This is an optimization exercise on Yosys and OpenROAD, whose aim is small area, not a production implementation.
In this exercise RTL edits were held to simulation tests only and were not proved equivalent to the original.
Power and IR drop assume default switching activity.

// Brick_Escape
module Brick_Escape
	(
		CLOCK_50,
		rst,
		KEY,
		SW,
		HEX0,
		HEX1,
		HEX2,
		HEX3,
		HEX4,
		HEX5,
		HEX6,
		HEX7,
		fb_x,
		fb_y,
		fb_colour
	);
	input			CLOCK_50;
	input			rst;
	input   [9:0]   SW;
	input   [3:0]   KEY;
	output  [7:0]   HEX0;
	output  [7:0]   HEX1;
	output  [7:0]   HEX2;
	output  [7:0]   HEX3;
	output  [7:0]   HEX4;
	output  [7:0]   HEX5;
	output  [7:0]   HEX6;
	output  [7:0]   HEX7;
	output  [6:0]   fb_x;
	output  [6:0]   fb_y;
	output  [2:0]   fb_colour;
	wire clk = CLOCK_50;
	wire resetn = ~SW[0];
	reg [9:0] rcnt;
	reg update;
	always @(posedge clk)
		if (rst) begin rcnt <= 10'd0; update <= 1'b0; end
		else begin rcnt <= rcnt + 1'b1; update <= (rcnt == 10'd1023); end
	reg [6:0] playerx, playery;
	reg collided, wonGame, clear_screen;
	always @(posedge clk)
		if (rst || collided || ~resetn || wonGame) begin
			playerx <= 7'd15;
			playery <= 7'd2;
		end else if (update) begin
			playerx <= playerx - {6'd0, ~KEY[3]} + {6'd0, ~KEY[0]};
			playery <= playery - {6'd0, ~KEY[2]} + {6'd0, ~KEY[1]};
		end
	wire [49:0] tri_all;
	EnemyPhase phase(clk, rst, update, resetn, tri_all);
	reg [6:0] enemyIterator;
	reg [6:0] collisionIterator;
	wire [6:0] enemyx, enemyy, collisionx, collisiony;
	EnemyRead rd_draw(enemyIterator, tri_all, enemyx, enemyy);
	EnemyRead rd_coll(collisionIterator, tri_all, collisionx, collisiony);
	wire [6:0] px = playerx, py = playery;
	wire on_path =
			((7'd11 <= px && px <= 7'd21) && (py <= 7'd40)) ||
			((7'd11 <= px && px <= 7'd36) && (7'd40 <= py && py <= 7'd42)) ||
			((7'd26 <= px && px <= 7'd36) && (7'd10 <= py && py <= 7'd42)) ||
			((7'd36 <= px && px <= 7'd43) && (7'd10 <= py && py <= 7'd30)) ||
  ...
clock: 10.0 ns
lec_check: 0
abc_area: 1
cap_margin: 40
core_margin: 2
core_utilization: 40
slew_margin: 20
standard.sh (not shown) runs the stock make flow with config.mk's settings and CLKGATE_MAP_FILE= SYNTH_SCRIPT=/design/flow/synth_recipe.tcl, a recipe that flattens the netlist after the stock synthesis.
==> flow/flow/run.sh <==
#!/bin/bash
bash standard.sh > standard.log 2>&1
The baseline ran to the end with no violations.
==> next run, changes <==
==> flow/flow/run.sh (replaced) <==
#!/bin/bash
# Own flow: the standard ORFS flow (standard.sh), with two changes to synthesis only:
#  - ABC maps the combinational logic with flow/abc_area.script (deep AIG synthesis, then
#    area-oriented mapping) instead of ORFS's abc_area.script;
#  - no full/half-adder extraction (ADDER_MAP_FILE empty), so ABC sees the adders as logic.
# Registers are untouched: Yosys creates and names them before ABC runs.
set -euo pipefail
rm -rf scripts_local
cp -r "$FLOW_HOME/scripts" scripts_local
cp flow/abc_area.script scripts_local/abc_area.script
export SCRIPTS_DIR="$PWD/scripts_local"
bash standard.sh ADDER_MAP_FILE= finish > flow_make.log 2>&1
==> flow/flow/abc_area.script (new file) <==
strash
&get -n
&fraig -x
&put
scorr
dc2
strash
&get -n
&deepsyn -T 180
&put
&get -n
&dch -f
&nf
&put
Settings changed: CORE_UTILIZATION 40 to 75.
The changed run completed with no timing, DRC or antenna violations.
Non-clock buffer count climbs by 2.
Setup slack loses 1.3 ns.
Sequential power climbs by about 1%.
==> next run, changes <==
Settings changed: CORE_UTILIZATION 75 to 60.
Result:
- The new run completed with no timing, DRC or antenna violations
- final cell count increases by 2.6%
- fmax drops by 1.7%
- synthesized cell count is unchanged
- count of clock-buffer cells in the layout came out lower by 3
- first-iteration DRC count came out lower by 40%
- total power goes up by 0.50%
- core utilization is lower by 18 points
- clock skew goes up by 0.0066 ns
- synthesized area stays the same
- non-clock buffer count went up by 2
- hold slack loses 0.0063 ns

========
Brick_Escape, a different RTL version from the one above (not shown whole).
For scale: roughly 170 flip-flops, ~97 I/O pins, about 0.012 mm2 of cells after synthesis.
==> flow/design.v (excerpt) <==
module Brick_Escape
	(
		CLOCK_50,
		rst,
		KEY,
		SW,
		HEX0,
		HEX1,
		HEX2,
		HEX3,
		HEX4,
		HEX5,
		HEX6,
		HEX7,
		fb_x,
		fb_y,
		fb_colour
	);
	input			CLOCK_50;
	input			rst;
	input   [9:0]   SW;
	input   [3:0]   KEY;
	output  [7:0]   HEX0;
	output  [7:0]   HEX1;
	output  [7:0]   HEX2;
	output  [7:0]   HEX3;
	output  [7:0]   HEX4;
	output  [7:0]   HEX5;
	output  [7:0]   HEX6;
	output  [7:0]   HEX7;
	output  [6:0]   fb_x;
	output  [6:0]   fb_y;
	output  [2:0]   fb_colour;
	wire clk = CLOCK_50;
	wire resetn = ~SW[0];
	reg [9:0] rcnt;
	reg update;
	always @(posedge clk)
		if (rst) begin rcnt <= 10'd0; update <= 1'b0; end
		else begin rcnt <= rcnt + 1'b1; update <= (rcnt == 10'd1023); end
	reg [6:0] playerx, playery;
	reg collided, wonGame, clear_screen;
	always @(posedge clk)
		if (rst || collided || ~resetn || wonGame) begin
			playerx <= 7'd15;
			playery <= 7'd2;
		end else if (update) begin
			playerx <= playerx + {{6{~KEY[3] & KEY[0]}}, KEY[3] ^ KEY[0]};	 
			playery <= playery + {{6{~KEY[2] & KEY[1]}}, KEY[2] ^ KEY[1]};
		end
	wire [49:0] tri_all;
	EnemyPhase phase(clk, rst, update, resetn, tri_all);
	reg [6:0] enemyIterator;
	reg [6:0] collisionIterator;
	wire [6:0] enemyx, enemyy, collisionx, collisiony;
	EnemyRead rd_draw(enemyIterator, tri_all, enemyx, enemyy);
	EnemyRead rd_coll(collisionIterator, tri_all, collisionx, collisiony);
	wire [6:0] px = playerx, py = playery;
	wire on_path =
			((7'd11 <= px && px <= 7'd21) && (py <= 7'd40)) ||
			((7'd11 <= px && px <= 7'd36) && (7'd40 <= py && py <= 7'd42)) ||
			((7'd26 <= px && px <= 7'd36) && (7'd10 <= py && py <= 7'd42)) ||
			((7'd36 <= px && px <= 7'd43) && (7'd10 <= py && py <= 7'd30)) ||
			((7'd43 <= px && px <= 7'd51) && (7'd10 <= py && py <= 7'd60)) ||
			((7'd11 <= px && px <= 7'd51) && (7'd60 <= py && py <= 7'd70)) ||
			((7'd11 <= px && px <= 7'd21) && (7'd70 <= py && py <= 7'd75)) ||
			((7'd11 <= px && px <= 7'd51) && (7'd75 <= py && py <= 7'd83)) ||
			((7'd41 <= px && px <= 7'd51) && (7'd83 <= py && py <= 7'd88)) ||
			((7'd11 <= px && px <= 7'd51) && (7'd88 <= py && py <= 7'd94)) ||
			((7'd11 <= px && px <= 7'd15) && (7'd95 <= py && py <= 7'd99)) ||
			((7'd11 <= px && px <= 7'd66) && (7'd96 <= py && py <= 7'd99)) ||
  ...
Settings: LEC_CHECK=0, ABC_AREA=1, CAP_MARGIN=40, CORE_MARGIN=2, CORE_UTILIZATION=60, GPL_TIMING_DRIVEN=0, SLEW_MARGIN=20; clock period 10.0 ns.
==> flow/flow/run.sh <==
#!/bin/bash
# Own flow: the standard ORFS flow (standard.sh), with these changes:
#  - synthesis: ABC maps the combinational logic with flow/abc_area.script (deep AIG
#    synthesis, then mapping with the delay target relaxed, for area) instead of ORFS's abc_area.script, and without
#    the full/half-adder extraction (ADDER_MAP_FILE empty), so ABC sees adders as logic.
#    The deep synthesis is randomised: it runs with four seeds at once (the main run in
#    standard.sh's folder, three more in side folders) and the smallest netlist is kept.
#    Registers are untouched: Yosys creates and names them before ABC runs.
#  - every port still gets its buffer, but the smallest one (buf_1);
#  - clock tree from clkbuf_8 cells, without dummy loads.
set -euo pipefail
here=$PWD
mk_scripts() {  # mk_scripts DIR SEED
  rm -rf "$1"; cp -r "$FLOW_HOME/scripts" "$1"
  sed "s/@SEED@/$2/" flow/abc_area.script > "$1/abc_area.script"
}
mk_scripts scripts_s1 1
mk_scripts scripts_s2 2
mk_scripts scripts_s3 3
mk_scripts scripts_s4 4
# side synthesis runs: standard.sh's make command with another WORK_HOME
for s in 2 3 4; do
  mkdir -p side_s$s
  grep '^make ' standard.sh | sed -e "s#WORK_HOME=[^ ]*#WORK_HOME=$here/side_s$s/orfs#" \
    -e 's#"${@:-finish}"#ADDER_MAP_FILE= synth#' > side_s$s/synth.sh
  ( export SCRIPTS_DIR="$here/scripts_s$s"; bash side_s$s/synth.sh > side_s$s/synth_make.log 2>&1 ) &
done
SCRIPTS_DIR="$here/scripts_s1" bash standard.sh ADDER_MAP_FILE= synth > synth_make_s1.log 2>&1
wait
res=orfs/results/sky130hd/Brick_Escape/base
rep=orfs/reports/sky130hd/Brick_Escape/base
area() { grep "Chip area" "$1" | awk '{print $NF}'; }
best=1; best_a=$(area $rep/synth_stat.txt)
for s in 2 3 4; do
  f=side_s$s/$rep/synth_stat.txt
  if [[ -f side_s$s/$res/1_2_yosys.v && -f $f ]]; then
    a=$(area $f)
    if awk -v a="$a" -v b="$best_a" 'BEGIN{exit !(a < b)}'; then best=$s; best_a=$a; fi
  fi
done
echo "synthesis areas: s1 $(area $rep/synth_stat.txt) s2 $(area side_s2/$rep/synth_stat.txt 2>/dev/null) s3 $(area side_s3/$rep/synth_stat.txt 2>/dev/null) s4 $(area side_s4/$rep/synth_stat.txt 2>/dev/null); kept s$best" > synth_choice.log
if [[ $best != 1 ]]; then
  cp side_s$best/$res/1_2_yosys.v $res/1_2_yosys.v
  cp side_s$best/$rep/synth_stat.txt $rep/synth_stat.txt
  rm -f $res/1_synth.odb $res/1_synth.v
fi
SCRIPTS_DIR="$here/scripts_s1" bash standard.sh ADDER_MAP_FILE= \
  "BUFFER_PORTS_ARGS=-buffer_cell sky130_fd_sc_hd__buf_1" \
  "CTS_ARGS=-sink_clustering_enable -repair_clock_nets -dont_use_dummy_load -buf_list sky130_fd_sc_hd__clkbuf_8" \
  finish > flow_make.log 2>&1
==> flow/flow/abc_area.script <==
strash
&get -n
&fraig -x
&put
scorr
dc2
strash
&get -n
&deepsyn -T 300 -S @SEED@
&put
&get -n
&dch
&nf -R 1000
&put
The first run completed without violations.
==> next run, changes <==
--- a/flow/flow/run.sh
+++ b/flow/flow/run.sh
@@ -4,6 +4,6 @@
 #    synthesis, then mapping with the delay target relaxed, for area) instead of ORFS's abc_area.script, and without
 #    the full/half-adder extraction (ADDER_MAP_FILE empty), so ABC sees adders as logic.
-#    The deep synthesis is randomised: it runs with four seeds at once (the main run in
-#    standard.sh's folder, three more in side folders) and the smallest netlist is kept.
+#    The deep synthesis is randomised: it runs with three seeds at once (the main run in
+#    standard.sh's folder, two more in side folders) and the smallest netlist is kept.
 #    Registers are untouched: Yosys creates and names them before ABC runs.
 #  - every port still gets its buffer, but the smallest one (buf_1);
@@ -18,7 +18,6 @@
 mk_scripts scripts_s2 2
 mk_scripts scripts_s3 3
-mk_scripts scripts_s4 4
 # side synthesis runs: standard.sh's make command with another WORK_HOME
-for s in 2 3 4; do
+for s in 2 3; do
   mkdir -p side_s$s
   grep '^make ' standard.sh | sed -e "s#WORK_HOME=[^ ]*#WORK_HOME=$here/side_s$s/orfs#" \
@@ -32,5 +31,5 @@
 area() { grep "Chip area" "$1" | awk '{print $NF}'; }
 best=1; best_a=$(area $rep/synth_stat.txt)
-for s in 2 3 4; do
+for s in 2 3; do
   f=side_s$s/$rep/synth_stat.txt
   if [[ -f side_s$s/$res/1_2_yosys.v && -f $f ]]; then
@@ -39,5 +38,5 @@
   fi
 done
-echo "synthesis areas: s1 $(area $rep/synth_stat.txt) s2 $(area side_s2/$rep/synth_stat.txt 2>/dev/null) s3 $(area side_s3/$rep/synth_stat.txt 2>/dev/null) s4 $(area side_s4/$rep/synth_stat.txt 2>/dev/null); kept s$best" > synth_choice.log
+echo "synthesis areas: s1 $(area $rep/synth_stat.txt) s2 $(area side_s2/$rep/synth_stat.txt 2>/dev/null) s3 $(area side_s3/$rep/synth_stat.txt 2>/dev/null); kept s$best" > synth_choice.log
 if [[ $best != 1 ]]; then
   cp side_s$best/$res/1_2_yosys.v $res/1_2_yosys.v
==> flow/flow/abc_area.script (replaced) <==
strash
&get -n
&fraig -x
&put
scorr
dc2
strash
&get -n
&deepsyn -T 240 -S @SEED@
&put
&get -n
&dch
&nf -R 1000
&put
--- a/flow/config.mk
+++ b/flow/config.mk
@@ -10,4 +10,3 @@
 export CORE_MARGIN = 2
 export CORE_UTILIZATION = 60
-export GPL_TIMING_DRIVEN = 0
 export SLEW_MARGIN = 20
- The new run went through all stages and came out clean
- non-clock buffer count goes down by 7
- total power barely changes
- cell count goes down by 0.33%
- synthesized area is unchanged
- worst setup slack gains 690 ps
- routed wire length barely changes

[static timing again, ports no longer ideal]
Ports are ideal in the flow. The routed layouts listed here were re-timed in OpenROAD.
Step 1: set_driving_cell puts a clkbuf_16 on CLOCK_50 and a buf_2 on each other input, an assumption about the parent block.
Step 2 also shifts input and output timing later by t, the mid clock arrival at the registers, as if the neighbouring blocks saw the same clock.
Slacks: ideal ports / drivers / drivers and shift; pairs: ideal ports / drivers.
| run | t, ns | setup slack, ns | worst setup path after step 2 | clock arrival spread, ns |
|---|---|---|---|---|
| the first run of note 1 | 0.548 | 3.720 / 3.720 / 3.720 | register to register | 0.017 / 0.016 |
| the second run of note 1 | 0.483 | 2.424 / 2.424 / 2.424 | register to register | 0.011 / 0.011 |
| the third run of note 1 | 0.488 | 2.296 / 2.296 / 2.296 | register to register | 0.016 / 0.016 |
| the first run of note 2 | 0.502 | 1.564 / 1.564 / 1.564 | register to register | 0.037 / 0.037 |
| the second run of note 2 | 0.496 | 2.251 / 2.251 / 2.251 | register to register | 0.036 / 0.035 |
After both steps every run listed still meets setup and hold.
